This is an optimization exercise on Yosys and OpenROAD, whose aim is small area, not a production implementation.
Function was checked by simulation only, so behaviour that the tests miss may differ from the original.
No activity file was given, so power comes from the tool's default toggle rates.

--- flow/design.v ---
module bcd_inc(input [3:0] d, input c, output [3:0] o, output co);
	assign co   = c & d[3] & d[0];
	assign o[0] = d[0] ^ c;
	assign o[1] = d[1] ^ (c & d[0] & ~d[3]);
	assign o[2] = d[2] ^ (c & d[0] & d[1]);
	assign o[3] = d[3] ^ (c & d[0] & (d[3] | (d[1] & d[2])));
endmodule
module six_inc(input [2:0] d, input c, output [2:0] o, output co);
	assign co   = c & d[2] & d[0];
	assign o[0] = d[0] ^ c;
	assign o[1] = d[1] ^ (c & d[0] & ~d[2]);
	assign o[2] = d[2] ^ (c & d[0] & (d[1] | d[2]));
endmodule
module top_czcjj(
	input sys_clk,
	input reset_n,
	input   [2:0]    key,
	output [3:0] seg_sel,
	output [7:0] seg_led
);
reg [2:0] r_ff;
reg [3:0] k0_ff, k1_ff, k2_ff;
always @(posedge sys_clk) begin
	r_ff  <= {r_ff[1:0],  ~reset_n};
	k0_ff <= {k0_ff[2:0], ~key[0]};
	k1_ff <= {k1_ff[2:0], ~key[1]};
	k2_ff <= {k2_ff[2:0], ~key[2]};
end
wire rst     = &r_ff;
wire stop_ev = (&k0_ff[2:0]) & ~k0_ff[3];           
wire add_ev  = (&k1_ff[3:1]) & ~k1_ff[0];           
wire chd_ev  = (&k2_ff[2:0]) & ~k2_ff[3];           
reg waiting;         
reg [1:0] mode;      
always @(posedge sys_clk) begin
	if (rst) waiting <= 1'b0;
	else if (stop_ev) waiting <= ~waiting;
end
always @(posedge sys_clk) begin
	if (rst) mode <= 2'd0;
	else if (chd_ev) mode <= {mode[0], ~mode[1] & ~mode[0]};
end
reg [5:0] pre;        
wire [5:0] pre_c = {&pre[4:0], &pre[3:0], &pre[2:0], &pre[1:0], pre[0], 1'b1};
wire tick = waiting & (&pre);
always @(posedge sys_clk) begin
	if (rst) pre <= 6'd14;
	else if (waiting) pre <= (pre ^ pre_c) | {2'b00, {3{&pre}}, 1'b0};
end
reg [3:0] s_o; reg [2:0] s_t;
reg [3:0] m_o; reg [2:0] m_t;
wire [3:0] s_o_n, m_o_n; wire [2:0] s_t_n, m_t_n;
wire c_so, c_st, c_mo, c_mt;
bcd_inc u_so(.d(s_o), .c(tick), .o(s_o_n), .co(c_so));
six_inc u_st(.d(s_t), .c(c_so), .o(s_t_n), .co(c_st));
bcd_inc u_mo(.d(m_o), .c(c_st), .o(m_o_n), .co(c_mo));
six_inc u_mt(.d(m_t), .c(c_mo), .o(m_t_n), .co(c_mt));
wire m_ev = c_st;
always @(posedge sys_clk) begin
	if (rst) begin
		s_o <= 4'd0; s_t <= 3'd0; m_o <= 4'd0; m_t <= 3'd0;
	end else begin
		s_o <= s_o_n; s_t <= s_t_n; m_o <= m_o_n; m_t <= m_t_n;
	end
end
reg [15:0] km;
wire [15:0] km_n;
wire k_ev = ~waiting & add_ev;
wire ck0, ck1, ck2, ck3;
bcd_inc u_k0(.d(km[3:0]),   .c(k_ev), .o(km_n[3:0]),   .co(ck0));
bcd_inc u_k1(.d(km[7:4]),   .c(ck0),  .o(km_n[7:4]),   .co(ck1));
bcd_inc u_k2(.d(km[11:8]),  .c(ck1),  .o(km_n[11:8]),  .co(ck2));
bcd_inc u_k3(.d(km[15:12]), .c(ck2),  .o(km_n[15:12]), .co(ck3));
always @(posedge sys_clk) begin
	if (rst) km <= 16'd0;
	else km <= km_n;
end
reg kd1, kd2, md1, md2;
always @(posedge sys_clk) begin
	kd1 <= k_ev & ~rst;
	kd2 <= kd1 & ~rst;
	md1 <= m_ev & ~rst;
	md2 <= md1 & ~rst;
end
wire km_hi0   = ~(|km[15:8]);
wire k_mul5   = ~km[3] & ~km[1] & (km[2] ~^ km[0]);    
wire k_zero   = km_hi0 & ~(|km[7:0]);
wire k_five   = km_hi0 & ~(|km[7:4]) & km[2];
wire k_ten    = km_hi0 & ((km[7:4] == 4'd1) | (km[7:4] == 4'd2) | ((km[7:4] == 4'd3) & ~km[2]));
wire m_zero   = ~(|m_t) & ~(|m_o);
wire [3:0] m_sum = {1'b0, m_t} + m_o;    
wire m_mul3   = (m_sum == 4'd0) | (m_sum == 4'd3) | (m_sum == 4'd6) | (m_sum == 4'd9) | (m_sum == 4'd12);
reg [15:0] delta;
always @(*) begin
	delta = 16'h0000;
	if (kd2) begin
		if (k_zero)                 delta = 16'h5999;
		else if (k_mul5 & ~k_five)  delta = k_ten ? 16'h0010 : 16'h0007;
	end else if (md2) begin
		if (m_zero)      delta = 16'h9867;
		else if (m_mul3) delta = 16'h0007;
	end
end
reg [15:0] fare;
reg [15:0] fare_n;
reg [4:0] dsum;
reg cy;
integer i;
always @(*) begin
	cy = 1'b0;
	for (i = 0; i < 4; i = i + 1) begin
		dsum = fare[4*i +: 4] + delta[4*i +: 4] + cy;
		if (dsum > 5'd9) begin
			fare_n[4*i +: 4] = dsum - 5'd10;
			cy = 1'b1;
		end else begin
			fare_n[4*i +: 4] = dsum[3:0];
			cy = 1'b0;
		end
	end
end
always @(posedge sys_clk) begin
	if (rst) fare <= 16'h0030;
	else fare <= fare_n;
end
reg [3:0] q;           
wire dri_en = &q;
always @(posedge sys_clk) begin
	if (rst) q <= 4'd6;
	else q <= (q + 4'd1) | {1'b0, dri_en, dri_en, 1'b0};
end
reg [3:0] v;           
reg b;                 
always @(posedge sys_clk) begin
	if (rst) begin
		v <= 4'd0; b <= 1'b1;
	end else if (dri_en) begin
		v <= v + 4'd1;
		if (v[0]) b <= 1'b0;
	end
end
wire [1:0] cs = b ? 2'd0 : (v[3:2] - {1'b0, ~|v[1:0]});
reg [3:0] dig;
always @(*) begin
	case (mode)
		2'd0: case (v[3:2])
			2'd0: dig = km[3:0];
			2'd1: dig = km[7:4];
			2'd2: dig = km[11:8];
			default: dig = km[15:12];
		endcase
		2'd1: case (v[3:2])
			2'd0: dig = s_o;
			2'd1: dig = {1'b0, s_t};
			2'd2: dig = m_o;
			default: dig = {1'b0, m_t};
		endcase
		default: case (v[3:2])
			2'd0: dig = fare[3:0];
			2'd1: dig = fare[7:4];
			2'd2: dig = fare[11:8];
			default: dig = fare[15:12];
		endcase
	endcase
end
wire pt = mode[0] ? (cs == 2'd2) : (cs == 2'd1);
reg [3:0] s0, nd, od;
reg pd, odp;
always @(posedge sys_clk) begin
	if (rst) begin
		s0 <= 4'd0; nd <= 4'd0; pd <= 1'b1; od <= 4'd15; odp <= 1'b1;
	end else if (dri_en) begin
		s0 <= dig;
		nd <= s0;
		pd <= ~pt;
		od <= nd;
		odp <= pd;
	end
end
wire [1:0] ss = v[3:2] - {1'b0, ~v[1]};
assign seg_sel = b ? {3'b111, ~v[0]} : ~(4'b0001 << ss);
wire [6:0] seg7 =
	(od == 4'd0) ? 7'b1000000 :
	(od == 4'd1) ? 7'b1111001 :
	(od == 4'd2) ? 7'b0100100 :
	(od == 4'd3) ? 7'b0110000 :
	(od == 4'd4) ? 7'b0011001 :
	(od == 4'd5) ? 7'b0010010 :
	(od == 4'd6) ? 7'b0000010 :
	(od == 4'd7) ? 7'b1111000 :
	(od == 4'd8) ? 7'b0000000 :
	(od == 4'd9) ? 7'b0010000 : 7'b1111111;
assign seg_led = {odp, seg7};
endmodule
--- flow/flow/run.sh ---
#!/bin/bash
# Own layout flow: the standard flow (standard.sh) with an area-oriented synthesis
# (own_synth.tcl) and plain buf_1 cells as the port buffers.
set -euo pipefail
W=$(pwd)
F=$W/flow
export OWN_ABC_SCRIPT=$F/abc_area_min.script
bash "$W/standard.sh" "SYNTH_SCRIPT=$F/own_synth.tcl" "ADDER_MAP_FILE=" \
  "BUFFER_PORTS_ARGS=-buffer_cell sky130_fd_sc_hd__buf_1" finish > "$W/own_flow_make.log" 2>&1
--- flow/flow/abc_area_min.script ---
strash
&get -n
&fraig -x
&put
dc2
strash
&get -n
&dch -f
&nf -R 1000 -a
&put
--- flow/flow/own_synth.tcl ---
# Standard synthesis (synth_recipe.tcl) with two changes for area: full/half adder
# extraction is skipped, and ABC maps with an area-only script (no buffering or upsizing).
proc synth {args} { yosys synth -nofsm -noshare {*}$args }
proc extract_fa {args} { puts "own flow: extract_fa skipped" }
proc abc {args} {
  set out {}
  set skip 0
  foreach a $args {
    if { $skip } { set skip 0; continue }
    if { $a eq "-script" || $a eq "-constr" || $a eq "-D" } { set skip 1; continue }
    lappend out $a
  }
  puts "own flow: abc -script $::env(OWN_ABC_SCRIPT) $out"
  yosys abc -script $::env(OWN_ABC_SCRIPT) {*}$out
}
source $::env(SCRIPTS_DIR)/synth.tcl
# left out here: clear keep_hierarchy, flatten, clean up, hide names made inside functions, write 1_2_yosys.v
--- flow/standard.sh ---
#!/bin/bash
# synth_recipe.tcl (not shown) runs the flow's synth.tcl, then flattens the netlist and writes it again
# the make line also repeats each setting of config.mk as NAME=value (left out here)
make -C /OpenROAD-flow-scripts/flow DESIGN_CONFIG=/design/flow/config.mk WORK_HOME=/design/flow/orfs CLKGATE_MAP_FILE= SYNTH_SCRIPT=/design/flow/synth_recipe.tcl "${@:-finish}"
--- flow/config.mk ---
export PLATFORM = sky130hd
export DESIGN_NAME = top_czcjj
export DESIGN_NICKNAME = top_czcjj
export VERILOG_FILES = /design/flow/design.v
export SDC_FILE = /design/flow/constraint.sdc
export NUM_CORES = 4
export LEC_CHECK = 0
export CAP_MARGIN = 20
export CORE_MARGIN = 2
export CORE_UTILIZATION = 40
export PLACE_DENSITY = 0.6
export SLEW_MARGIN = 20
--- flow/constraint.sdc ---
create_clock -name core_clock -period 14.0 [get_ports {sys_clk}]
set_input_delay 2.8000 -clock core_clock [delete_from_list [all_inputs] [get_ports {sys_clk}]]
set_output_delay 2.8000 -clock core_clock [all_outputs]
set_load 0.01 [all_outputs]
==> results.toml, run 1 <==
[status]
outcome = "no timing/DRC/antenna violations"

[worst_hold_path]
hold_class = "reg -> reg"

[power]
powerDensity_mw_per_mm2 = 170
p_sw_frac = 0.351
power_uw = 794
combinationalPowerShare = 0.274
p_seq_frac = 0.486
clockPowerShare = 0.240
internal_power_uw = 515
peakVddDrop_mv = 0.0736
leakage_uw = 0.00180
p_switching_uw = 279

[floorplanning]
num_rows = 37
die_h_um = 107
die_w_um = 107
dieArea_sq_mm = 0.0114
core_area_sq_mm = 0.0103
start_util = 0.411
io-pin-count = 17

[sta]
report.final.slew_viol_count = 0
post-route-min-period_ns = 7.70
finalCritPeriodShare = 0.550
worst_pin_slew_ns = 0.861
finalSetupTns_ns = 0
rsz0062_at_grt = "no"
hold_ws_ns = 0.353
hold_viol_final = 0
setup_viol = 0
max_freq_mhz = 130
max_slew_margin = 0.425
skew_ns = 0.0163

[clocking]
clock_latency_ns = 0.37
ctsResizeCount = 0
cts.clk_slew.worst_paths_ns = 0.10
max-clock-path-buffers = 2
cts_tree = "yes"
cts.sinks = 97
root_buffer = "clkbuf_8"
cts.htree.levels = 3
cts_buffers = 9
postCtsSetupBuffers = 0
postCtsHoldBufs = 0

[logic_synthesis]
synth_fp_nets = 501
synth_edf_count = 0
netlist_area_sq_mm = 0.00422
syn_inst = 496
yosys_warnings = 1
synthDistinctLibCells = 39
yosysSeqAreaShare = 0.460
dominantRegCellSynth = "dfxtp_1"
ys_ff_latch = 97
async_flop_share = 0
syn_avg_cell_area_sq_um = 8.52

[layout]
drive_gt1_frac = 0.0321
area_growth_pct = 10.6
post-route-util = 0.455
diodes = 0
fin_nets = 529
nFillCells = 1056

[critical_path]
crit_fanout = 7
required_ns = 14.30
arrival_ns = 8.00
critPathLaunchType = "flip-flop"
reg2reg_slack_ns = 6.30
cp_slowest_cell = "maj3_1"
cp_slowest_stage_delay_ns = 0.43
path_class = "reg -> reg"
critPathTopFamily = "adder cells"
critical_path_buf_inv_count = 0
endpoint_kind = "flip-flop"

[routing]
vias_per_cell = 5.38
drc = 0
dr.pass1.iters = 4
detail-route-antenna-nets = 0
wl_per_cell_um = 13.7
vias = 3577
first_iter_violations = 189
drt_wl_total_mm = 9.14

[global_route]
track_usage = 0.171
overflow = 0
grt_max_degree = 42
grt_pass1_vias = 3305
antenna_found_initial = 0
grt_pass1_wl_mm = 15.7

[job]
cap_violations = 0

[placement]
io_buffer_count = 16
dp_hpwl_mm = 6.38
gp_congestion = 0.817
[worst paths after layout]
kind | start | endpoint | cells past startpoint
setup / recovery | m_o[1]$_SDFF_PP0_ | fare[13]$_SDFF_PP0_ | 35
hold / removal | k2_ff[0]$_DFF_P_ | k2_ff[1]$_DFF_P_ | 0
setup reg to reg | m_o[1]$_SDFF_PP0_ | fare[13]$_SDFF_PP0_ | 35
hold reg to reg | k2_ff[0]$_DFF_P_ | k2_ff[1]$_DFF_P_ | 0
[registers in the layout, summed over array words and instances (netlist names), 2 cells and up]
signal,cells
fare,16
k0_ff,4
k1_ff,4
k2_ff,4
km,16
m_o,4
m_t,3
mode,2
nd,4
od,4
pre,6
q,4
r_ff,3
s0,4
s_o,4
s_t,3
v,4
[stage by stage]
| step | std cells | worst slack, ns | instance area, sq um |
|---|---|---|---|
| 2_1_floorplan | 496 | 7.10 | 4220 |
| 3_3_place_gp | 649 | 6.79 | 4460 |
| 3_5_place_dp | 649 | 6.39 | 4460 |
| 4_1_cts | 665 | 6.34 | 4670 |
| 5_1_grt | 665 | 5.57 | 4670 |
| 6_report | 665 | 6.30 | 4670 |
[cell type report]
cell class,instances,area [sq um],area share
clock buffers,10,128,0.0273
inverters,7,26.3,0.00562
well taps,136,170,0.0364
repair buffers,18,75.1,0.0161
clock inverters,6,83.8,0.0179
multi-input cells,391,2250,0.481
flip-flops and latches,97,1940,0.416
[logic make-up (layout without fill, tap and decap cells)]
| logic type | Yosys count | count (layout) | share of synthesized area |
|---|---|---|---|
| simple gates | 190 | 190 | 0.222 |
| compound gates | 159 | 159 | 0.221 |
| flops | 97 | 97 | 0.460 |
| xor+xnor | 35 | 35 | 0.0726 |
| buf+inv | 8 | 41 | 0.00800 |
| fa+ha+maj | 6 | 6 | 0.0142 |
| mux | 1 | 1 | 0.00237 |
[synth_stat cells (4+ instances only)]
cell | count | share of area
a221oi_1 | 4 | 0.0083
nor4_1 | 4 | 0.0059
a22oi_1 | 14 | 0.025
maj3_1 | 6 | 0.014
a22o_1 | 5 | 0.010
a21oi_1 | 67 | 0.079
nand2_1 | 42 | 0.037
xnor2_1 | 23 | 0.048
nand2b_1 | 5 | 0.0074
o22a_1 | 5 | 0.010
xor2_1 | 12 | 0.025
nor2_1 | 50 | 0.044
nor3_1 | 15 | 0.018
and2_0 | 14 | 0.021
o21ai_0 | 46 | 0.055
clkinv_1 | 7 | 0.0062
nand3_1 | 13 | 0.015
a211oi_1 | 4 | 0.0071
or2_0 | 5 | 0.0074
dfxtp_1 | 97 | 0.46
and3_1 | 18 | 0.027
nor2b_1 | 17 | 0.025
[layer usage]
layer  global-route usage  share of wire  up-vias
li1                     -              -     1850
met1                0.236           0.51     1663
met2                0.264           0.45       49
met3               0.0365          0.027       15
met4               0.0584          0.016        0
met5                    0              0        -
[placed cells by master (no fill, tap or decap), drive strengths merged, types with 15 or more instances in the layout]
cell / count
buf: 18
nor2b: 17
nor2: 50
nor3: 15
and3: 18
nand2: 42
o21ai: 46
a21oi: 67
xnor2: 23
dfxtp: 97
[power groups by stage]
stage                     registers, uW  clock network [uW]  logic [uW]
final                               386                 190         218
after global routing                396                 207         248
after CTS                           386                 198         218
after detailed placement            392                   0         216
after global placement              389                   0         211
after floorplan                     376                   0         175
==> run 2, diff against run 1 <==
--- a/flow/design.v
+++ b/flow/design.v
@@ -123,11 +123,11 @@
 	if (rst) fare <= 16'h0030;
 	else fare <= fare_n;
 end
-reg [3:0] q;           
-wire dri_en = &q;
+reg [4:0] q;
+wire dri_en = q[4] & ~q[3];
 always @(posedge sys_clk) begin
-	if (rst) q <= 4'd6;
-	else q <= (q + 4'd1) | {1'b0, dri_en, dri_en, 1'b0};
+	if (rst) q <= 5'd0;
+	else q <= {q[3:0], ~q[4]};
 end
 reg [3:0] v;           
 reg b;                 
@@ -136,7 +136,7 @@
 		v <= 4'd0; b <= 1'b1;
 	end else if (dri_en) begin
 		v <= v + 4'd1;
-		if (v[0]) b <= 1'b0;
+		if (v[1]) b <= 1'b0;
 	end
 end
 wire [1:0] cs = b ? 2'd0 : (v[3:2] - {1'b0, ~|v[1:0]});
@@ -167,9 +167,7 @@
 reg [3:0] s0, nd, od;
 reg pd, odp;
 always @(posedge sys_clk) begin
-	if (rst) begin
-		s0 <= 4'd0; nd <= 4'd0; pd <= 1'b1; od <= 4'd15; odp <= 1'b1;
-	end else if (dri_en) begin
+	if (dri_en) begin
 		s0 <= dig;
 		nd <= s0;
 		pd <= ~pt;
@@ -178,7 +176,7 @@
 	end
 end
 wire [1:0] ss = v[3:2] - {1'b0, ~v[1]};
-assign seg_sel = b ? {3'b111, ~v[0]} : ~(4'b0001 << ss);
+assign seg_sel = b ? {3'b111, ~|v[1:0]} : ~(4'b0001 << ss);
 wire [6:0] seg7 =
 	(od == 4'd0) ? 7'b1000000 :
 	(od == 4'd1) ? 7'b1111001 :
@@ -188,7 +186,7 @@
 	(od == 4'd5) ? 7'b0010010 :
 	(od == 4'd6) ? 7'b0000010 :
 	(od == 4'd7) ? 7'b1111000 :
-	(od == 4'd8) ? 7'b0000000 :
-	(od == 4'd9) ? 7'b0010000 : 7'b1111111;
-assign seg_led = {odp, seg7};
+	(od == 4'd8) ? 7'b0000000 : 7'b0010000;
+wire blank = ~|v[1:0];
+assign seg_led = b ? {2'b11, {6{blank}}} : {odp, seg7};
 endmodule
==> flow/flow/run.sh (replaced) <==
#!/bin/bash
# Own layout flow: the standard flow (standard.sh) with an area-oriented synthesis
# (own_synth.tcl), plain buf_1 cells as the port buffers and a clock tree without dummy loads.
set -euo pipefail
W=$(pwd)
F=$W/flow
export OWN_ABC_SCRIPT=$F/abc_area_min.script
CTS="-sink_clustering_enable -repair_clock_nets -dont_use_dummy_load"
bash "$W/standard.sh" "SYNTH_SCRIPT=$F/own_synth.tcl" "ADDER_MAP_FILE=" \
  "BUFFER_PORTS_ARGS=-buffer_cell sky130_fd_sc_hd__buf_1" "CTS_ARGS=$CTS" finish > "$W/own_flow_make.log" 2>&1
==> results.toml, run 2 <==
[critical_path]
cp_slowest_cell = "dfxtp_1"
endpoint_kind = "flip-flop"
r2r_start = "m_o[1]$_SDFF_PP0_"
crit_fanout = 8
critPathLaunchType = "flip-flop"
cp_slowest_stage_delay_ns = 0.47
arrival_ns = 7.15
startpoint = "m_o[1]$_SDFF_PP0_"
cp_common_cell = "nor2_1"
path_class = "reg -> reg"
required_ns = 14.22

[floorplanning]
num_rows = 37
core_area_sq_mm = 0.0103
die_w_um = 107
dieArea_sq_mm = 0.0114
io-pin-count = 17
die_h_um = 107
start_util = 0.410

[logic_synthesis]
async_flop_share = 0
synthMuxAreaShare = 0.00475
netlist_area_sq_mm = 0.00422
syn_inst = 462
synth_fp_nets = 467
synth-simple-area-share = 0.203
ys_ff_latch = 98
yosys.area.top_type_share = 0.399
yosys.area_share.adder = 0.0119
synth_top_area_cell = "dfxtp_1"
syn_avg_cell_area_sq_um = 9.13
yosys_warnings = 1
synth_edf_count = 14
synth_xor_xnor_area_share = 0.0789
synthDistinctLibCells = 40
yosysSeqAreaShare = 0.499
dominantRegCellSynth = "dfxtp_1"
synth_most_common_cell = "dfxtp_1"
synth_compound_area_frac = 0.196
synth.top_cells.by_count = "84 x dfxtp_1, 52 x a21oi_1, 45 x o21ai_0"
synthTopCellsByArea = "dfxtp_1 40%, edfxtp_1 10%, a21oi_1 6.2%, xnor2_1 5.4%, o21ai_0 5.3%"
synth_top_family_by_area = "simple AND/OR/NAND/NOR gates"

[layout]
area_growth_pct = 8.93
fin_cells = 626
drive_gt1_frac = 0.0245
top_regs = "fare (16), km (16), pre (6)"
nFillCells = 1000
diodes = 0
post-route-util = 0.447
mostFrequentLayoutCells = "84 x dfxtp_1, 52 x a21oi_1, 45 x o21ai_0"
layout_commonest_cell = "dfxtp_1"
fin_nets = 497

[placement]
dp_slack_ns = 7.15
post-place-cells = 617
io_buffer_count = 16
dp_hpwl_mm = 5.81
gp_congestion = 0.829

[sta]
worst_pin_slew_ns = 0.823
setup_viol = 0
finalCritPeriodShare = 0.495
report.final.slew_viol_count = 0
layout_setup_ws_ns = 7.06
skew_ns = 0.0427
hold_viol_final = 0
finalSetupTns_ns = 0
max_freq_mhz = 144
hold_ws_ns = 0.354
max_slew_margin = 0.450
rsz0062_at_grt = "no"
post-route-min-period_ns = 6.94

[clocking]
ctsResizeCount = 0
cts_buffers = 9
cts.sinks = 98
cts.clk_slew.worst_paths_ns = 0.10
cts.htree.levels = 3
clock_latency_ns = 0.38
postCtsSetupBuffers = 0
root_buffer = "clkbuf_8"
postCtsHoldBufs = 0
cts_tree = "yes"
max-clock-path-buffers = 2

[routing]
detail-route-antenna-nets = 0
first_iter_violations = 234
drt_wl_total_mm = 8.22
dr.pass1.iters = 5
vias_per_cell = 5.36
vias = 3355
wl_per_cell_um = 13.1
drc = 0

[worst_hold_path]
hold_class = "reg -> reg"
min_from = "k2_ff[0]$_DFF_P_"

[global_route]
grt_pass1_vias = 3031
grt_pass1_wl_mm = 14.0
grt_max_degree = 38
overflow = 0
antenna_found_initial = 0
track_usage = 0.153

[power]
leakage_uw = 0.00174
powerDensity_mw_per_mm2 = 162
peakVddDrop_mv = 0.0658

[status]
outcome = "no timing/DRC/antenna violations"

[job]
cap_violations = 0
==> run 2: layout make-up <==
type | instances | area [sq um] | area share
Clock buffer | 9 | 124 | 0.0270
Inverter | 8 | 30.0 | 0.00654
Multi-Input combinational cell | 356 | 2080 | 0.454
Sequential cell | 98 | 2100 | 0.458
Tap cell | 136 | 170 | 0.0370
Timing Repair Buffer | 19 | 82.6 | 0.0180
==> run 2: worst paths after layout <==
path                    endpoint  slack (ns)  cells after the start
max          fare[13]$_SDFF_PP0_        7.06                     33
min             k2_ff[1]$_DFF_P_        0.35                      0
max reg2reg  fare[13]$_SDFF_PP0_        7.06                     33
min reg2reg     k2_ff[1]$_DFF_P_        0.35                      0
==> run 2: metal layers <==
metal / track usage / wire length (um) / vias up
met4: 0.0788 / 172 / 0
met3: 0.0304 / 228 / 17
met5: 0 / 0 / -
met2: 0.250 / 3840 / 51
met1: 0.192 / 3980 / 1558
li1: - / - / 1729
==> run 2: kinds of logic after synthesis <==
| family | Yosys count |
|---|---|
| mux | 2 |
| xor+xnor | 38 |
| flops | 98 |
| compound gates | 140 |
| fa+ha+maj | 5 |
| buf+inv | 8 |
| simple gates | 171 |
==> run 2: worst max-delay path, delay by kind of cell, from the launching register on <==
kind	cells	cell delay [ns]
AO/OA/AOI/OAI	10	1.87
XOR/XNOR	4	0.68
adder cells (fa/ha/maj)	5	1.87
flip-flops	1	0.47
AND/OR/NAND/NOR	14	1.94
==> run 2: power breakdown <==
part | switching (uW) | leakage, uW | internal, uW
clock | 80.6 | 0.0000647 | 57.7
sequential | 52.5 | 0.000821 | 335
combinational | 125 | 0.000855 | 91.5
==> run 2: metrics by stage <==
step	power, uW	cell area (sq um)
2_1_floorplan	549	4220
3_3_place_gp	602	4470
3_5_place_dp	609	4470
4_1_cts	749	4590
5_1_grt	795	4590
6_report	743	4590
==> run 3, diff against run 2 <==
--- a/flow/design.v
+++ b/flow/design.v
@@ -88,8 +88,12 @@
 wire k_five   = km_hi0 & ~(|km[7:4]) & km[2];
 wire k_ten    = km_hi0 & ((km[7:4] == 4'd1) | (km[7:4] == 4'd2) | ((km[7:4] == 4'd3) & ~km[2]));
 wire m_zero   = ~(|m_t) & ~(|m_o);
-wire [3:0] m_sum = {1'b0, m_t} + m_o;    
-wire m_mul3   = (m_sum == 4'd0) | (m_sum == 4'd3) | (m_sum == 4'd6) | (m_sum == 4'd9) | (m_sum == 4'd12);
+reg [1:0] r3;
+always @(posedge sys_clk) begin
+	if (rst) r3 <= 2'd0;
+	else if (m_ev) r3 <= {r3[0], ~r3[1] & ~r3[0]};
+end
+wire m_mul3 = ~|r3;
 reg [15:0] delta;
 always @(*) begin
 	delta = 16'h0000;
--- a/flow/flow/run.sh
+++ b/flow/flow/run.sh
@@ -5,6 +5,6 @@
 W=$(pwd)
 F=$W/flow
 export OWN_ABC_SCRIPT=$F/abc_area_min.script
-CTS="-sink_clustering_enable -repair_clock_nets -dont_use_dummy_load"
+CTS="-sink_clustering_enable -repair_clock_nets -dont_use_dummy_load -buf_list sky130_fd_sc_hd__clkbuf_8 -sink_clustering_size 30 -sink_clustering_max_diameter 150"
 bash "$W/standard.sh" "SYNTH_SCRIPT=$F/own_synth.tcl" "ADDER_MAP_FILE=" \
   "BUFFER_PORTS_ARGS=-buffer_cell sky130_fd_sc_hd__buf_1" "CTS_ARGS=$CTS" finish > "$W/own_flow_make.log" 2>&1
==> results.toml, run 3 <==
[status]
outcome = "no timing/DRC/antenna violations"

[routing]
drt_wl_total_mm = 8.52
wl_per_cell_um = 13.7
vias = 3307
dr.pass1.iters = 4
vias_per_cell = 5.33
detail-route-antenna-nets = 0
drc = 0
first_iter_violations = 185

[placement]
io_buffer_count = 16
dp_hpwl_mm = 5.89
gp_congestion = 0.831
post-place-cells = 612

[layout]
diodes = 0
fin_nets = 492
area_growth_pct = 9.00
mostFrequentLayoutCells = "86 x dfxtp_1, 55 x a21oi_1, 46 x o21ai_0"
top_regs = "fare (16), km (16), pre (6)"
fin_cells = 621
drive_gt1_frac = 0.0247
layout_commonest_cell = "dfxtp_1"
post-route-util = 0.446

[clocking]
cts.htree.levels = 3
root_buffer = "clkbuf_8"
postCtsHoldBufs = 0
postCtsSetupBuffers = 0
cts_buffers = 9
cts.sinks = 100
max-clock-path-buffers = 2
cts.clk_slew.worst_paths_ns = 0.08
ctsResizeCount = 0
clock_latency_ns = 0.37
cts_tree = "yes"

[critical_path]
cp_common_cell = "nor2_1"
critical_path_buf_inv_count = 1
arrival_ns = 7.43
crit_fanout = 7
cp_slowest_cell = "maj3_1"
cp_slowest_stage_delay_ns = 0.42
critPathLaunchType = "flip-flop"
required_ns = 14.23
critPathTopFamily = "simple AND/OR/NAND/NOR gates"
endpoint_kind = "flip-flop"
path_class = "reg -> reg"

[logic_synthesis]
synth_top_area_cell = "dfxtp_1"
syn_inst = 457
yosys.area.top_type_share = 0.411
async_flop_share = 0
synth_edf_count = 14
syn_avg_cell_area_sq_um = 9.16
synthDistinctLibCells = 40
netlist_area_sq_mm = 0.00418
synth.top_cells.by_count = "86 x dfxtp_1, 55 x a21oi_1, 46 x o21ai_0"
synth_most_common_cell = "dfxtp_1"
yosys_warnings = 1
dominantRegCellSynth = "dfxtp_1"
yosysSeqAreaShare = 0.512
synth_fp_nets = 462
ys_ff_latch = 100
synthTopCellsByArea = "dfxtp_1 41%, edfxtp_1 10%, a21oi_1 6.6%, o21ai_0 5.5%, xnor2_1 4.4%"

[global_route]
track_usage = 0.163
antenna_found_initial = 0
grt_pass1_wl_mm = 14.7
overflow = 0
grt_pass1_vias = 3096
grt_max_degree = 36

[sta]
finalCritPeriodShare = 0.514
hold_viol_final = 0
worst_pin_slew_ns = 0.846
rsz0062_at_grt = "no"
report.final.slew_viol_count = 0
skew_ns = 0.0407
max_freq_mhz = 139
max_slew_margin = 0.434
setup_viol = 0
finalSetupTns_ns = 0
post-route-min-period_ns = 7.20
hold_ws_ns = 0.341

[floorplanning]
core_area_sq_mm = 0.0102
start_util = 0.409
die_h_um = 106
dieArea_sq_mm = 0.0113
num_rows = 37
io-pin-count = 17
die_w_um = 106

[power]
powerDensity_mw_per_mm2 = 164
peakVddDrop_mv = 0.0618
leakage_uw = 0.00171

[job]
cap_violations = 0

[worst_hold_path]
hold_class = "reg -> reg"
run 3: metal layers:
layer  routed length [um]  GRT usage  vias to the layer above
met5                    0          0                        -
met2                 3900      0.255                       55
met4                  140     0.0602                        0
met1                 4140      0.215                     1532
li1                     -          -                     1709
met3                  341     0.0454                       11
run 3: where the power goes:
group          internal [uW]  switching [uW]
registers                340            51.3
clock network           57.8            84.8
logic                   89.4             123
run 3: worst reg2reg max path: cells and delay by family, from the launching register on:
family                     cells  cell delay, ns
AOI/OAI and AO/OA             10            2.07
xor gates and xnor gates       5            0.88
adders and majority gates      3            1.20
buffers and inverters          1            0.12
DFF                            1            0.37
and+or+nand+nor               18            2.43
run 3: layout make-up:
cell class	count	area, sq um
tap	136	170
timing repair buffer	19	82.6
inverter	10	37.5
fill	1001	5670
clock buffer	9	124
sequential	100	2140
multi-input combinational	347	2000
run 3: final timing paths:
check	cells past startpoint	startpoint	slack, ns	endpoint
min	0	k2_ff[0]$_DFF_P_	0.34	k2_ff[1]$_DFF_P_
max reg2reg	37	km[11]$_SDFF_PP0_	6.80	fare[13]$_SDFF_PP0_
max	37	km[11]$_SDFF_PP0_	6.80	fare[13]$_SDFF_PP0_
min reg2reg	0	k2_ff[0]$_DFF_P_	0.34	k2_ff[1]$_DFF_P_
run 3: cells by family (layout without fill, tap and decap cells):
kind of cell | count (synthesis) | in the layout | share of synthesized area
AO/OA/AOI/OAI | 139 | 139 | 0.195
XOR/XNOR | 31 | 31 | 0.0649
adder cells (fa/ha/maj) | 4 | 4 | 0.00957
buffers and inverters | 10 | 38 | 0.00897
flip-flops | 100 | 100 | 0.512
multiplexers | 2 | 2 | 0.00478
AND/OR/NAND/NOR | 171 | 171 | 0.205
run 3: metrics by stage:
stage,power (uW),cell area [sq um],setup slack (ns)
after floorplan,550,4180,7.50
after global placement,603,4440,7.18
after detailed placement,609,4440,6.82
after CTS,755,4560,6.82
after global routing,807,4560,5.95
final,747,4560,6.80
==> run 4, diff against run 3 <==
==> flow/flow/run.sh (replaced) <==
#!/bin/bash
# Own layout flow: the standard flow (standard.sh) with an area-oriented synthesis
# (own_synth.tcl), plain buf_1 cells as the port buffers and a clock tree without dummy loads.
set -euo pipefail
W=$(pwd)
F=$W/flow
export OWN_ABC_SCRIPT=$F/abc_area_min.script
CTS="-sink_clustering_enable -repair_clock_nets -dont_use_dummy_load -sink_clustering_size 24 -sink_clustering_max_diameter 100"
bash "$W/standard.sh" "SYNTH_SCRIPT=$F/own_synth.tcl" "ADDER_MAP_FILE=" \
  "BUFFER_PORTS_ARGS=-buffer_cell sky130_fd_sc_hd__buf_1" "CTS_ARGS=$CTS" finish > "$W/own_flow_make.log" 2>&1
==> results.toml, run 4 <==
[layout]
layout_commonest_cell = "dfxtp_1"
design_area_sq_mm = 0.00456
nFillCells = 1001
drive_gt1_frac = 0.0247
mostFrequentLayoutCells = "86 x dfxtp_1, 55 x a21oi_1, 46 x o21ai_0"
fin_cells = 621
area_growth_pct = 9.00
top_regs = "fare (16), km (16), pre (6)"
fin_nets = 492
diodes = 0

[placement]
gp_congestion = 0.831
dp_hpwl_mm = 5.89
post-place-cells = 612
placed_cell_area_sq_mm = 0.00444
io_buffer_count = 16

[floorplanning]
die_w_um = 106
num_rows = 37
start_util = 0.409
core_area_sq_mm = 0.0102
die_h_um = 106
dieArea_sq_mm = 0.0113
io-pin-count = 17

[sta]
max_freq_mhz = 139
hold_viol_final = 0
finalSetupTns_ns = 0
skew_ns = 0.0407
setup_viol = 0
worst_pin_slew_ns = 0.846
report.final.slew_viol_count = 0
max_slew_margin = 0.434
rsz0062_at_grt = "no"
post-route-min-period_ns = 7.20
finalCritPeriodShare = 0.514
hold_ws_ns = 0.341

[logic_synthesis]
synth.top_cells.by_count = "86 x dfxtp_1, 55 x a21oi_1, 46 x o21ai_0"
synth_fp_nets = 462
synth_most_common_cell = "dfxtp_1"
dominantRegCellSynth = "dfxtp_1"
synth_top_area_cell = "dfxtp_1"
syn_inst = 457
syn_avg_cell_area_sq_um = 9.16
synthTopCellsByArea = "dfxtp_1 41%, edfxtp_1 10%, a21oi_1 6.6%, o21ai_0 5.5%, xnor2_1 4.4%"
ys_ff_latch = 100
yosys_warnings = 1
synth_edf_count = 14
netlist_area_sq_mm = 0.00418
synthDistinctLibCells = 40
async_flop_share = 0
yosysSeqAreaShare = 0.512
yosys.area.top_type_share = 0.411

[worst_hold_path]
min_to = "k2_ff[1]$_DFF_P_"
hold_class = "reg -> reg"
min_from = "k2_ff[0]$_DFF_P_"
hold-path-cell-count = 0

[clocking]
ctsResizeCount = 0
cts_tree = "yes"
cts.clk_slew.worst_paths_ns = 0.08
cts_buffers = 9
postCtsSetupBuffers = 0
max-clock-path-buffers = 2
postCtsHoldBufs = 0
cts.htree.levels = 3
cts.sinks = 100
root_buffer = "clkbuf_8"
clock_latency_ns = 0.37

[critical_path]
crit_fanout = 7
arrival_ns = 7.43
rr_worst_depth = 37
cp_slowest_cell = "maj3_1"
reg2reg_slack_ns = 6.80
cp_slowest_stage_delay_ns = 0.42
endpoint_kind = "flip-flop"
critPathLaunchType = "flip-flop"
r2r_start = "km[11]$_SDFF_PP0_"
critical_path_buf_inv_count = 1
required_ns = 14.23
cp_common_cell = "nor2_1"
critPathTopFamily = "simple AND/OR/NAND/NOR gates"
startpoint = "km[11]$_SDFF_PP0_"
worstReg2RegEnd = "fare[13]$_SDFF_PP0_"
path_class = "reg -> reg"

[routing]
detail-route-antenna-nets = 0
vias_per_cell = 5.33
wl_per_cell_um = 13.7
drc = 0
drt_wl_total_mm = 8.52
vias = 3307
dr.pass1.iters = 4
first_iter_violations = 185

[global_route]
use_met2 = 0.255
overflow = 0
met3_usage = 0.0454
antenna_found_initial = 0
grt_pass1_vias = 3096
top_usage_layer = "met2"
grt_max_degree = 36
track_usage = 0.163
grtUsageMet1 = 0.215
grt_pass1_wl_mm = 14.7

[power]
power_uw = 747
peakVddDrop_mv = 0.0618
leakage_uw = 0.00171
powerDensity_mw_per_mm2 = 164

[status]
outcome = "no timing/DRC/antenna violations"

[job]
cap_violations = 0
run 4: layer usage:
layer	share of wire	up-vias	wire, um
met5	0	-	0
met4	0.016	0	140
met3	0.040	11	341
met2	0.46	55	3900
met1	0.49	1532	4140
li1	-	1709	-
run 4: worst max path at each step:
stage / to / slack, ns / cells past startpoint
global placement: fare[13]$_SDFF_PP0_ / 7.18 / 37
floorplan: fare[13]$_SDFF_PP0_ / 7.50 / 37
global route: fare[13]$_SDFF_PP0_ / 5.95 / 37
finish: fare[13]$_SDFF_PP0_ / 6.80 / 37
detailed placement: fare[13]$_SDFF_PP0_ / 6.82 / 37
CTS: fare[13]$_SDFF_PP0_ / 6.82 / 37
run 4: area by class of cell:
cell class / count / area, sq um / area share
clock buffers: 9 / 124 / 0.0272
inverters: 10 / 37.5 / 0.00823
multi-input cells: 347 / 2000 / 0.440
flip-flops and latches: 100 / 2140 / 0.470
well taps: 136 / 170 / 0.0373
repair buffers: 19 / 82.6 / 0.0181
run 4: stage by stage:
stage	setup slack [ns]	utilization
after detailed placement	6.82	0.434
after global routing	5.95	0.446
final	6.80	0.446
after floorplan	7.50	-
after global placement	7.18	0.434
after CTS	6.82	0.446
run 4: power by group:
part | total (uW) | leakage, uW | internal, uW | switching, uW
Sequential | 392 | 0.000837 | 340 | 51.3
Combinational | 213 | 0.000805 | 89.4 | 123
Clock | 143 | 0.0000647 | 57.8 | 84.8
Total | 747 | 0.00171 | 488 | 259
run 4: logic make-up after synthesis:
group           after synthesis  synth area share
compound gates              139             0.195
xor+xnor                     31            0.0649
fa+ha+maj                     4           0.00957
buf+inv                      10           0.00897
flops                       100             0.512
mux                           2           0.00478
simple gates                171             0.205
==> run 5, diff against run 4 <==
==> flow/flow/abc_area_min.script (replaced) <==
strash
&get -n
&fraig -x
&put
dc2
strash
&get -n
&deepsyn -T 120
&put
strash
&get -n
&dch -f
&nf -R 1000 -a
&put
==> results.toml, run 5 <==
[placement]
io_buffer_count = 16
dp_slack_ns = 8.87
dp_hpwl_mm = 6.26
gp_congestion = 0.854

[floorplanning]
start_util = 0.415
core_area_sq_mm = 0.00982
die_h_um = 105
die_w_um = 105
num_rows = 36
dieArea_sq_mm = 0.0110
io-pin-count = 17

[logic_synthesis]
yosys_warnings = 1
synth_edf_count = 14
synth_top_area_cell = "dfxtp_1"
netlist_area_sq_mm = 0.00407
yosys.area.top_type_share = 0.423
dominantRegCellSynth = "dfxtp_1"
syn_avg_cell_area_sq_um = 8.88
yosysSeqAreaShare = 0.526
async_flop_share = 0
synthDistinctLibCells = 42
ys_ff_latch = 100
synth_most_common_cell = "dfxtp_1"
synth_fp_nets = 464
synthTopCellsByArea = "dfxtp_1 42%, edfxtp_1 10%, a21oi_1 5.7%, o21ai_0 5.2%, nor2_1 4.6%"
syn_inst = 459
synth.top_cells.by_count = "86 x dfxtp_1, 50 x nor2_1, 47 x nand2_1"

[sta]
hold_viol_final = 0
finalCritPeriodShare = 0.370
setup_viol = 0
rsz0062_at_grt = "no"
report.final.slew_viol_count = 0
finalSetupTns_ns = 0
hold_ws_ns = 0.353
max_slew_margin = 0.589
layout_setup_ws_ns = 8.82
post-route-min-period_ns = 5.18
skew_ns = 0.0233
max_freq_mhz = 193
worst_pin_slew_ns = 0.613

[critical_path]
endpoint_kind = "flip-flop"
cp_slowest_cell = "a211oi_1"
cp_slowest_stage_delay_ns = 0.43
arrival_ns = 5.47
required_ns = 14.29
critPathTopFamily = "compound AO/OA/AOI/OAI gates"
crit_fanout = 9
critPathLaunchType = "flip-flop"
path_cells = "nor4_1 -> nand4_1 -> a211oi_1 -> and2_0 -> a41o_1 -> a211oi_1 -> a32oi_1 -> maj3_1 -> xor2_1 -> nand2_1 -> nand3b_1 -> o21ai_0 -> nand4_1 -> a21oi_1 -> nor3b_1 -> a21oi_1 -> a22o_1 -> nor2_1 -> nand2_1 -> o311ai_0 -> and3_1"
path_class = "reg -> reg"
critical_path_buf_inv_count = 0

[global_route]
grt_max_degree = 39
track_usage = 0.172
overflow = 0
grt_pass1_wl_mm = 15.1
antenna_found_initial = 0
grt_pass1_vias = 3153

[routing]
drc = 0
detail-route-antenna-nets = 0
vias_per_cell = 5.42
dr.pass1.iters = 9
vias = 3358
drt_wl_total_mm = 8.96
wl_per_cell_um = 14.5
first_iter_violations = 271

[clocking]
cts_tree = "yes"
cts.clk_slew.worst_paths_ns = 0.10
postCtsSetupBuffers = 0
postCtsHoldBufs = 0
max-clock-path-buffers = 2
cts.sinks = 100
cts.htree.levels = 3
clock_latency_ns = 0.37
root_buffer = "clkbuf_8"
ctsResizeCount = 0
cts_buffers = 9

[power]
powerDensity_mw_per_mm2 = 163
peakVddDrop_mv = 0.0873
leakage_uw = 0.00166

[layout]
nFillCells = 1000
multi_input_area_sq_mm = 0.00188
top_regs = "fare (16), km (16), pre (6)"
area_growth_pct = 9.15
layout_commonest_cell = "dfxtp_1"
drive_gt1_frac = 0.0246
post-route-util = 0.453
seq_area_sq_mm = 0.00214
mostFrequentLayoutCells = "86 x dfxtp_1, 50 x nor2_1, 47 x nand2_1"
fin_nets = 494
diodes = 0

[worst_hold_path]
hold_class = "reg -> reg"

[status]
outcome = "no timing/DRC/antenna violations"

[job]
cap_violations = 0
-- run 5: cell types whose count changed in the layout (fill, tap and decap cells not counted), sizes merged, moves of 5 or more --
cell and delta:
nand3 +11, xor2 -5, o22ai +6, a21oi -9, nand2 +10, nor2 +10
a22oi -14, xnor2 -15, a222oi +5
-- run 5: worst reg2reg max path, cell delays in order (launching register included) --
cell	delay (ns)
dfxtp_1	0.35
nor4_1	0.29
nand4_1	0.17
a211oi_1	0.43
and2_0	0.42
a41o_1	0.35
a211oi_1	0.17
a32oi_1	0.35
maj3_1	0.28
xor2_1	0.08
nand2_1	0.12
nand3b_1	0.10
o21ai_0	0.14
nand4_1	0.20
a21oi_1	0.26
nor3b_1	0.32
a21oi_1	0.23
a22o_1	0.28
nor2_1	0.16
nand2_1	0.10
o311ai_0	0.11
and3_1	0.19
-- run 5: final cells by class --
class,count,area share
repair buffers,19,0.0186
flip-flops and latches,100,0.482
inverters,13,0.0110
well taps,133,0.0374
multi-input cells,346,0.423
clock buffers,9,0.0279
-- run 5: where the power goes --
part	switching (uW)	total [uW]	internal, uW
clock	85.2	143	57.8
combinational	117	194	77.2
sequential	48.5	388	340
-- run 5: metal layers --
layer,up-vias,global-route usage,wire length [um]
met5,-,0,0
met4,0,0.0686,98
met3,7,0.0381,500
met2,81,0.278,4130
met1,1541,0.223,4240
li1,1729,-,-
-- run 5: cell families after synthesis --
group,after synthesis,synth area share
AND/OR/NAND/NOR,203,0.244
AO/OA/AOI/OAI,131,0.192
flip-flops,100,0.526
buffers and inverters,13,0.0120
XOR/XNOR,11,0.0236
adder cells (fa/ha/maj),1,0.00246
-- run 5: stage by stage --
step                instances  power, uW  cell area (sq um)
floorplan                 459        527               4070
global placement          611        582               4320
detailed placement        611        588               4320
CTS                       620        733               4450
global route              620        777               4450
finish                    620        726               4450
-- run 5: path summary, 6_finish.rpt --
kind	start	endpoint	slack [ns]	depth (start not counted)
worst max register to register	km[15]$_SDFF_PP0_	fare[13]$_SDFF_PP0_	8.82	21
worst min-delay path	k1_ff[2]$_DFF_P_	k1_ff[3]$_DFF_P_	0.35	0
worst max-delay path	km[15]$_SDFF_PP0_	fare[13]$_SDFF_PP0_	8.82	21
worst min register to register	k1_ff[2]$_DFF_P_	k1_ff[3]$_DFF_P_	0.35	0
==> run 6, diff against run 5 <==
--- a/flow/flow/run.sh
+++ b/flow/flow/run.sh
@@ -5,6 +5,6 @@
 W=$(pwd)
 F=$W/flow
 export OWN_ABC_SCRIPT=$F/abc_area_min.script
-CTS="-sink_clustering_enable -repair_clock_nets -dont_use_dummy_load -sink_clustering_size 24 -sink_clustering_max_diameter 100"
+CTS="-sink_clustering_enable -repair_clock_nets -dont_use_dummy_load -sink_clustering_levels 1"
 bash "$W/standard.sh" "SYNTH_SCRIPT=$F/own_synth.tcl" "ADDER_MAP_FILE=" \
   "BUFFER_PORTS_ARGS=-buffer_cell sky130_fd_sc_hd__buf_1" "CTS_ARGS=$CTS" finish > "$W/own_flow_make.log" 2>&1
==> flow/flow/abc_area_min.script (replaced) <==
strash
&get -n
&fraig -x
&put
dc2
strash
&get -n
&dch -f
&nf -R 1000 -a
&put
==> results.toml, run 6 <==
[worst_hold_path]
hold_class = "reg -> reg"

[critical_path]
crit_fanout = 7
path_class = "reg -> reg"
required_ns = 14.23
arrival_ns = 7.43
cp_slowest_stage_delay_ns = 0.42
cp_slowest_cell = "maj3_1"
endpoint_kind = "flip-flop"
critPathLaunchType = "flip-flop"
cp_common_cell = "nor2_1"

[clocking]
ctsResizeCount = 0
cts.htree.levels = 3
root_buffer = "clkbuf_8"
clock_latency_ns = 0.37
cts.clk_slew.worst_paths_ns = 0.08
cts.sinks = 100
postCtsSetupBuffers = 0
cts_buffers = 9
postCtsHoldBufs = 0
max-clock-path-buffers = 2
cts_tree = "yes"

[routing]
drc = 0
wl_per_cell_um = 13.7
detail-route-antenna-nets = 0
first_iter_violations = 185
vias_per_cell = 5.33
vias = 3307
drt_wl_total_mm = 8.52
dr.pass1.iters = 4

[global_route]
overflow = 0
grt_max_degree = 36
track_usage = 0.163
antenna_found_initial = 0
grt_pass1_vias = 3096
grt_pass1_wl_mm = 14.7

[layout]
top_regs = "fare (16), km (16), pre (6)"
layout_commonest_cell = "dfxtp_1"
mostFrequentLayoutCells = "86 x dfxtp_1, 55 x a21oi_1, 46 x o21ai_0"
nFillCells = 1001
drive_gt1_frac = 0.0247
diodes = 0
fin_nets = 492
area_growth_pct = 9.00

[floorplanning]
start_util = 0.409
dieArea_sq_mm = 0.0113
die_h_um = 106
core_area_sq_mm = 0.0102
io-pin-count = 17
num_rows = 37
die_w_um = 106

[power]
powerDensity_mw_per_mm2 = 164
leakage_uw = 0.00171
peakVddDrop_mv = 0.0618

[sta]
setup_viol = 0
hold_ws_ns = 0.341
report.final.slew_viol_count = 0
finalCritPeriodShare = 0.514
worst_pin_slew_ns = 0.846
post-route-min-period_ns = 7.20
hold_viol_final = 0
finalSetupTns_ns = 0
max_freq_mhz = 139
skew_ns = 0.0407
max_slew_margin = 0.434
rsz0062_at_grt = "no"

[logic_synthesis]
synth_top_area_cell = "dfxtp_1"
synth_fp_nets = 462
syn_avg_cell_area_sq_um = 9.16
yosysSeqAreaShare = 0.512
dominantRegCellSynth = "dfxtp_1"
netlist_area_sq_mm = 0.00418
synth.top_cells.by_count = "86 x dfxtp_1, 55 x a21oi_1, 46 x o21ai_0"
yosys_warnings = 1
ys_ff_latch = 100
synth_edf_count = 14
synthDistinctLibCells = 40
synth_most_common_cell = "dfxtp_1"
yosys.area.top_type_share = 0.411
syn_inst = 457
async_flop_share = 0
synthTopCellsByArea = "dfxtp_1 41%, edfxtp_1 10%, a21oi_1 6.6%, o21ai_0 5.5%, xnor2_1 4.4%"

[job]
cap_violations = 0

[status]
outcome = "no timing/DRC/antenna violations"

[placement]
dp_hpwl_mm = 5.89
gp_congestion = 0.831
io_buffer_count = 16
## run 6: through the flow
stage	instances	utilization	setup WS [ns]	total power, uW	instance area (sq um)
final	621	0.446	6.80	747	4560
after global routing	621	0.446	5.95	807	4560
after CTS	621	0.446	6.82	755	4560
after detailed placement	612	0.434	6.82	609	4440
after global placement	612	0.434	7.18	603	4440
after floorplan	457	-	7.50	550	4180
## run 6: worst max-delay path, delay by kind of cell, from the launching register on
kind	cells	cell delay (ns)
fa+ha+maj	3	1.20
simple gates	18	2.43
compound gates	10	2.07
buf+inv	1	0.12
xor+xnor	5	0.88
flops	1	0.37
## run 6: kinds of logic after synthesis
| kind of cell | count (synthesis) | synth area share |
|---|---|---|
| AND/OR/NAND/NOR | 171 | 0.205 |
| adder cells (fa/ha/maj) | 4 | 0.00957 |
| buffers and inverters | 10 | 0.00897 |
| multiplexers | 2 | 0.00478 |
| flip-flops | 100 | 0.512 |
| XOR/XNOR | 31 | 0.0649 |
| AO/OA/AOI/OAI | 139 | 0.195 |
## run 6: power breakdown
| part | total (uW) | internal (uW) | switching [uW] |
|---|---|---|---|
| logic | 213 | 89.4 | 123 |
| registers | 392 | 340 | 51.3 |
| clock network | 143 | 57.8 | 84.8 |
## run 6: metal layers
metal	vias to the layer above	global-route usage	share of wire
met4	0	0.0602	0.016
met2	55	0.255	0.46
met1	1532	0.215	0.49
li1	1709	-	-
met3	11	0.0454	0.040
met5	-	0	0
## run 6: final timing paths
kind	from	endpoint	slack, ns	depth (start not counted)
max	km[11]$_SDFF_PP0_	fare[13]$_SDFF_PP0_	6.80	37
max reg2reg	km[11]$_SDFF_PP0_	fare[13]$_SDFF_PP0_	6.80	37
min reg2reg	k2_ff[0]$_DFF_P_	k2_ff[1]$_DFF_P_	0.34	0
min	k2_ff[0]$_DFF_P_	k2_ff[1]$_DFF_P_	0.34	0
## run 6: cell type report
cell class	count	area (sq um)	share of cell area
sequential	100	2140	0.470
multi-input combinational	347	2000	0.440
tap	136	170	0.0373
clock buffer	9	124	0.0272
timing repair buffer	19	82.6	0.0181
inverter	10	37.5	0.00823
==> run 7, diff against run 6 <==
--- a/flow/flow/run.sh
+++ b/flow/flow/run.sh
@@ -5,6 +5,6 @@
 W=$(pwd)
 F=$W/flow
 export OWN_ABC_SCRIPT=$F/abc_area_min.script
-CTS="-sink_clustering_enable -repair_clock_nets -dont_use_dummy_load -sink_clustering_levels 1"
+CTS="-sink_clustering_enable -repair_clock_nets -dont_use_dummy_load -sink_clustering_levels 2 -sink_clustering_size 30"
 bash "$W/standard.sh" "SYNTH_SCRIPT=$F/own_synth.tcl" "ADDER_MAP_FILE=" \
   "BUFFER_PORTS_ARGS=-buffer_cell sky130_fd_sc_hd__buf_1" "CTS_ARGS=$CTS" finish > "$W/own_flow_make.log" 2>&1
==> results.toml, run 7 <==
[status]
outcome = "no timing/DRC/antenna violations"

[logic_synthesis]
synth_top_family_by_area = "simple AND/OR/NAND/NOR gates"
synthDistinctLibCells = 40
yosysSeqAreaShare = 0.512
synth_compound_area_frac = 0.195
ys_ff_latch = 100
synth-simple-area-share = 0.205
yosys.area.top_type_share = 0.411
synthMuxAreaShare = 0.00478
synth_top_area_cell = "dfxtp_1"
yosys_warnings = 1
synth_edf_count = 14
synth_xor_xnor_area_share = 0.0649
synth_fp_nets = 462
synthTopCellsByArea = "dfxtp_1 41%, edfxtp_1 10%, a21oi_1 6.6%, o21ai_0 5.5%, xnor2_1 4.4%"
dominantRegCellSynth = "dfxtp_1"
synth_most_common_cell = "dfxtp_1"
syn_avg_cell_area_sq_um = 9.16
yosys.area_share.adder = 0.00957
netlist_area_sq_mm = 0.00418
async_flop_share = 0
syn_inst = 457
synth.top_cells.by_count = "86 x dfxtp_1, 55 x a21oi_1, 46 x o21ai_0"

[clocking]
cts_tree = "yes"
ctsResizeCount = 0
clock_latency_ns = 0.37
cts.clk_slew.worst_paths_ns = 0.08
postCtsSetupBuffers = 0
cts.sinks = 100
cts_buffers = 9
root_buffer = "clkbuf_8"
postCtsHoldBufs = 0
max-clock-path-buffers = 2
cts.htree.levels = 3

[floorplanning]
dieArea_sq_mm = 0.0113
die_h_um = 106
start_util = 0.409
io-pin-count = 17
core_area_sq_mm = 0.0102
num_rows = 37
die_w_um = 106

[global_route]
grt_pass1_vias = 3096
grt_pass1_wl_mm = 14.7
track_usage = 0.163
overflow = 0
antenna_found_initial = 0
grt_max_degree = 36

[sta]
setup_viol = 0
max_freq_mhz = 139
rsz0062_at_grt = "no"
hold_ws_ns = 0.341
post-route-min-period_ns = 7.20
worst_pin_slew_ns = 0.846
report.final.slew_viol_count = 0
skew_ns = 0.0407
max_slew_margin = 0.434
hold_viol_final = 0
finalCritPeriodShare = 0.514
finalSetupTns_ns = 0

[layout]
drive_gt1_frac = 0.0247
nFillCells = 1001
diodes = 0
fin_nets = 492
layout_commonest_cell = "dfxtp_1"
top_regs = "fare (16), km (16), pre (6)"
mostFrequentLayoutCells = "86 x dfxtp_1, 55 x a21oi_1, 46 x o21ai_0"
area_growth_pct = 9.00

[routing]
first_iter_violations = 185
drt_wl_total_mm = 8.52
drc = 0
wl_per_cell_um = 13.7
vias = 3307
dr.pass1.iters = 4
vias_per_cell = 5.33
detail-route-antenna-nets = 0

[power]
leakage_uw = 0.00171
powerDensity_mw_per_mm2 = 164
power_uw = 747
peakVddDrop_mv = 0.0618

[placement]
gp_congestion = 0.831
dp_hpwl_mm = 5.89
io_buffer_count = 16

[critical_path]
crit_fanout = 7
cp_common_cell = "nor2_1"
path_class = "reg -> reg"
required_ns = 14.23
cp_slowest_cell = "maj3_1"
reg2reg_slack_ns = 6.80
critPathLaunchType = "flip-flop"
endpoint_kind = "flip-flop"
cp_slowest_stage_delay_ns = 0.42
arrival_ns = 7.43

[job]
cap_violations = 0

[worst_hold_path]
hold_class = "reg -> reg"
-- run 7: cell counts after synthesis --
No cell type changed its count.
-- run 7: worst max-delay path: cells and delay by family (launching register included) --
kind / cells / cell delay (ns)
AOI/OAI and AO/OA: 10 / 2.07
xor gates and xnor gates: 5 / 0.88
adders and majority gates: 3 / 1.20
buffers and inverters: 1 / 0.12
DFF: 1 / 0.37
and+or+nand+nor: 18 / 2.43
-- run 7: worst paths after layout --
path                      from                   to  depth (start not counted)
max reg2reg  km[11]$_SDFF_PP0_  fare[13]$_SDFF_PP0_                         37
min reg2reg   k2_ff[0]$_DFF_P_     k2_ff[1]$_DFF_P_                          0
max          km[11]$_SDFF_PP0_  fare[13]$_SDFF_PP0_                         37
min           k2_ff[0]$_DFF_P_     k2_ff[1]$_DFF_P_                          0
-- run 7: cells by family after synthesis --
| logic type | count (synthesis) |
|---|---|
| AND/OR/NAND/NOR | 171 |
| adder cells (fa/ha/maj) | 4 |
| XOR/XNOR | 31 |
| multiplexers | 2 |
| buffers and inverters | 10 |
| flip-flops | 100 |
| AO/OA/AOI/OAI | 139 |
-- run 7: metal layers --
metal  wire length (um)  up-vias  GRT usage  part of all wire
met2               3900       55      0.255              0.46
met4                140        0     0.0602             0.016
met3                341       11     0.0454             0.040
met5                  0        -          0                 0
li1                   -     1709          -                 -
met1               4140     1532      0.215              0.49
-- run 7: cell type report --
cell class                      instances  area (sq um)  area share
Clock buffer                            9           124      0.0272
Inverter                               10          37.5     0.00823
Multi-Input combinational cell        347          2000       0.440
Sequential cell                       100          2140       0.470
Tap cell                              136           170      0.0373
Timing Repair Buffer                   19          82.6      0.0181
-- run 7: power by group --
group	total, uW	switching (uW)	internal, uW
logic	213	123	89.4
registers	392	51.3	340
clock network	143	84.8	57.8
-- run 7: stage by stage --
stage | utilization | worst slack [ns] | instances | cell area [sq um]
floorplan | - | 7.50 | 457 | 4180
global placement | 0.434 | 7.18 | 612 | 4440
detailed placement | 0.434 | 6.82 | 612 | 4440
CTS | 0.446 | 6.82 | 621 | 4560
global route | 0.446 | 5.95 | 621 | 4560
finish | 0.446 | 6.80 | 621 | 4560
==> run 8, diff against run 7 <==
--- a/flow/flow/run.sh
+++ b/flow/flow/run.sh
@@ -5,6 +5,6 @@
 W=$(pwd)
 F=$W/flow
 export OWN_ABC_SCRIPT=$F/abc_area_min.script
-CTS="-sink_clustering_enable -repair_clock_nets -dont_use_dummy_load -sink_clustering_levels 2 -sink_clustering_size 30"
+CTS="-sink_clustering_enable -repair_clock_nets -dont_use_dummy_load -root_buf sky130_fd_sc_hd__clkbuf_16 -buf_list sky130_fd_sc_hd__clkbuf_16 -sink_clustering_size 50 -sink_clustering_max_diameter 300"
 bash "$W/standard.sh" "SYNTH_SCRIPT=$F/own_synth.tcl" "ADDER_MAP_FILE=" \
   "BUFFER_PORTS_ARGS=-buffer_cell sky130_fd_sc_hd__buf_1" "CTS_ARGS=$CTS" finish > "$W/own_flow_make.log" 2>&1
==> results.toml, run 8 <==
[status]
outcome = "no timing/DRC/antenna violations"

[critical_path]
cp_slowest_cell = "maj3_1"
required_ns = 14.21
path_class = "reg -> reg"
arrival_ns = 7.42
endpoint_kind = "flip-flop"
startpoint = "km[13]$_SDFF_PP0_"
cp_slowest_stage_delay_ns = 0.42
r2r_start = "km[13]$_SDFF_PP0_"
critPathLaunchType = "flip-flop"
crit_fanout = 6
cp_common_cell = "nor2_1"

[clocking]
cts_tree = "yes"
cts.clk_slew.worst_paths_ns = 0.06
ctsResizeCount = 0
clock_latency_ns = 0.34
postCtsSetupBuffers = 0
postCtsHoldBufs = 0
max-clock-path-buffers = 2
root_buffer = "clkbuf_16"
cts.htree.levels = 3
cts.sinks = 100
cts_buffers = 9

[layout]
drive_gt1_frac = 0.0247
mostFrequentLayoutCells = "86 x dfxtp_1, 55 x a21oi_1, 46 x o21ai_0"
fin_nets = 492
layout_commonest_cell = "dfxtp_1"
nFillCells = 997
area_growth_pct = 11.4
seq_area_sq_mm = 0.00214
top_regs = "fare (16), km (16), pre (6)"
diodes = 0
fin_cells = 621
multi_input_area_sq_mm = 0.00200

[routing]
vias_per_cell = 5.33
drc = 0
first_iter_violations = 196
vias = 3307
dr.pass1.iters = 4
detail-route-antenna-nets = 0
wl_per_cell_um = 13.7
drt_wl_total_mm = 8.51

[power]
powerDensity_mw_per_mm2 = 174
peakVddDrop_mv = 0.0672
leakage_uw = 0.00175

[logic_synthesis]
synth.top_cells.by_count = "86 x dfxtp_1, 55 x a21oi_1, 46 x o21ai_0"
synth_top_area_cell = "dfxtp_1"
synthTopCellsByArea = "dfxtp_1 41%, edfxtp_1 10%, a21oi_1 6.6%, o21ai_0 5.5%, xnor2_1 4.4%"
yosysSeqAreaShare = 0.512
dominantRegCellSynth = "dfxtp_1"
yosys.area.top_type_share = 0.411
syn_inst = 457
synth_edf_count = 14
ys_ff_latch = 100
synth_most_common_cell = "dfxtp_1"
netlist_area_sq_mm = 0.00418
syn_avg_cell_area_sq_um = 9.16
async_flop_share = 0
yosys_warnings = 1
synth_fp_nets = 462
synthDistinctLibCells = 40

[sta]
post-route-min-period_ns = 7.21
finalCritPeriodShare = 0.515
max_freq_mhz = 139
max_slew_margin = 0.430
report.final.slew_viol_count = 0
skew_ns = 0.0209
setup_viol = 0
finalSetupTns_ns = 0
hold_viol_final = 0
worst_pin_slew_ns = 0.852
rsz0062_at_grt = "no"

[global_route]
grt_pass1_wl_mm = 14.7
track_usage = 0.163
antenna_found_initial = 0
grt_pass1_vias = 3078
overflow = 0
grt_max_degree = 36

[worst_hold_path]
hold_class = "reg -> reg"
min_from = "k2_ff[0]$_DFF_P_"

[floorplanning]
die_h_um = 106
die_w_um = 106
start_util = 0.409
num_rows = 37
core_area_sq_mm = 0.0102
dieArea_sq_mm = 0.0113
io-pin-count = 17

[placement]
post-place-cells = 612
dp_hpwl_mm = 5.89
io_buffer_count = 16
gp_congestion = 0.831

[job]
cap_violations = 0
run 8: cell counts after synthesis:
No cell type changed its count.
run 8: layout make-up:
cell class / instances / area share
Timing Repair Buffer: 19 / 0.0177
Clock buffer: 9 / 0.0483
Sequential cell: 100 / 0.459
Inverter: 10 / 0.00805
Multi-Input combinational cell: 347 / 0.430
Tap cell: 136 / 0.0365
run 8: power by group:
part | total, uW | internal (uW) | switching [uW] | leakage, uW
registers | 392 | 341 | 51.5 | 0.000837
clock network | 206 | 113 | 92.9 | 0.000111
logic | 213 | 89.4 | 123 | 0.000805
total | 811 | 543 | 267 | 0.00175
run 8: final timing paths:
check                                      endpoint  slack (ns)  depth (start not counted)
worst min register to register     k2_ff[1]$_DFF_P_        0.35                          0
worst max-delay path            fare[13]$_SDFF_PP0_        6.79                         37
worst max register to register  fare[13]$_SDFF_PP0_        6.79                         37
worst min-delay path               k2_ff[1]$_DFF_P_        0.35                          0
run 8: per-stage QoR:
stage	hold slack (ns)	instance area, sq um	power [uW]	setup slack [ns]	utilization
floorplan	0.323	4180	550	7.50	-
global placement	0.330	4440	603	7.18	0.434
detailed placement	0.335	4440	609	6.82	0.434
CTS	0.345	4660	818	6.82	0.456
global route	0.349	4660	871	5.95	0.456
finish	0.345	4660	811	6.79	0.456
run 8: worst max-delay path, delay by kind of cell (launching register included):
kind / cells / cell delay [ns]
AND/OR/NAND/NOR: 18 / 2.47
AO/OA/AOI/OAI: 10 / 2.07
adder cells (fa/ha/maj): 3 / 1.20
XOR/XNOR: 5 / 0.89
flip-flops: 1 / 0.34
buffers and inverters: 1 / 0.12
run 8: kinds of logic after synthesis:
kind of cell    count (synthesis)  synth area share
simple gates                  171             0.205
compound gates                139             0.195
flops                         100             0.512
xor+xnor                       31            0.0649
buf+inv                        10           0.00897
fa+ha+maj                       4           0.00957
mux                             2           0.00478
run 8: per-layer routing:
layer | wire [um] | vias to the layer above | global-route usage
li1 | - | 1709 | -
met1 | 4250 | 1541 | 0.217
met2 | 3920 | 51 | 0.255
met3 | 255 | 6 | 0.0386
met4 | 93 | 0 | 0.0648
met5 | 0 | - | 0

==> what the ideal ports hide <==
How much do the figures lean on ideal ports? The routed layouts below were timed once more, with nothing changed but the port constraints.
Step 1 assumes that a clkbuf_16 drives the clock port and a buf_2 every other input.
Step 2, shift: input delay + t, output delay - t, t = (earliest + latest rising clock arrival at the registers) / 2. This alone moves slack from input paths to output paths.
Three values: no drivers, after step 1, after step 2; two values: the first two.
run	t, ns	slack for setup (ns)	hold slack, ns
run 1	0.394	6.298 / 6.298 / 6.298	0.353 / 0.353 / 0.353
run 2	0.383	7.063 / 7.063 / 7.063	0.354 / 0.354 / 0.354
run 3	0.385	6.801 / 6.801 / 6.801	0.341 / 0.341 / 0.341
run 4	0.385	6.801 / 6.801 / 6.801	0.341 / 0.341 / 0.341
run 5	0.391	8.823 / 8.823 / 8.823	0.353 / 0.353 / 0.353
run 6	0.385	6.801 / 6.801 / 6.801	0.341 / 0.341 / 0.341
run 7	0.385	6.801 / 6.801 / 6.801	0.341 / 0.341 / 0.341
run 8	0.367	6.793 / 6.793 / 6.793	0.345 / 0.345 / 0.345
After both steps setup and hold are still met in every run listed.
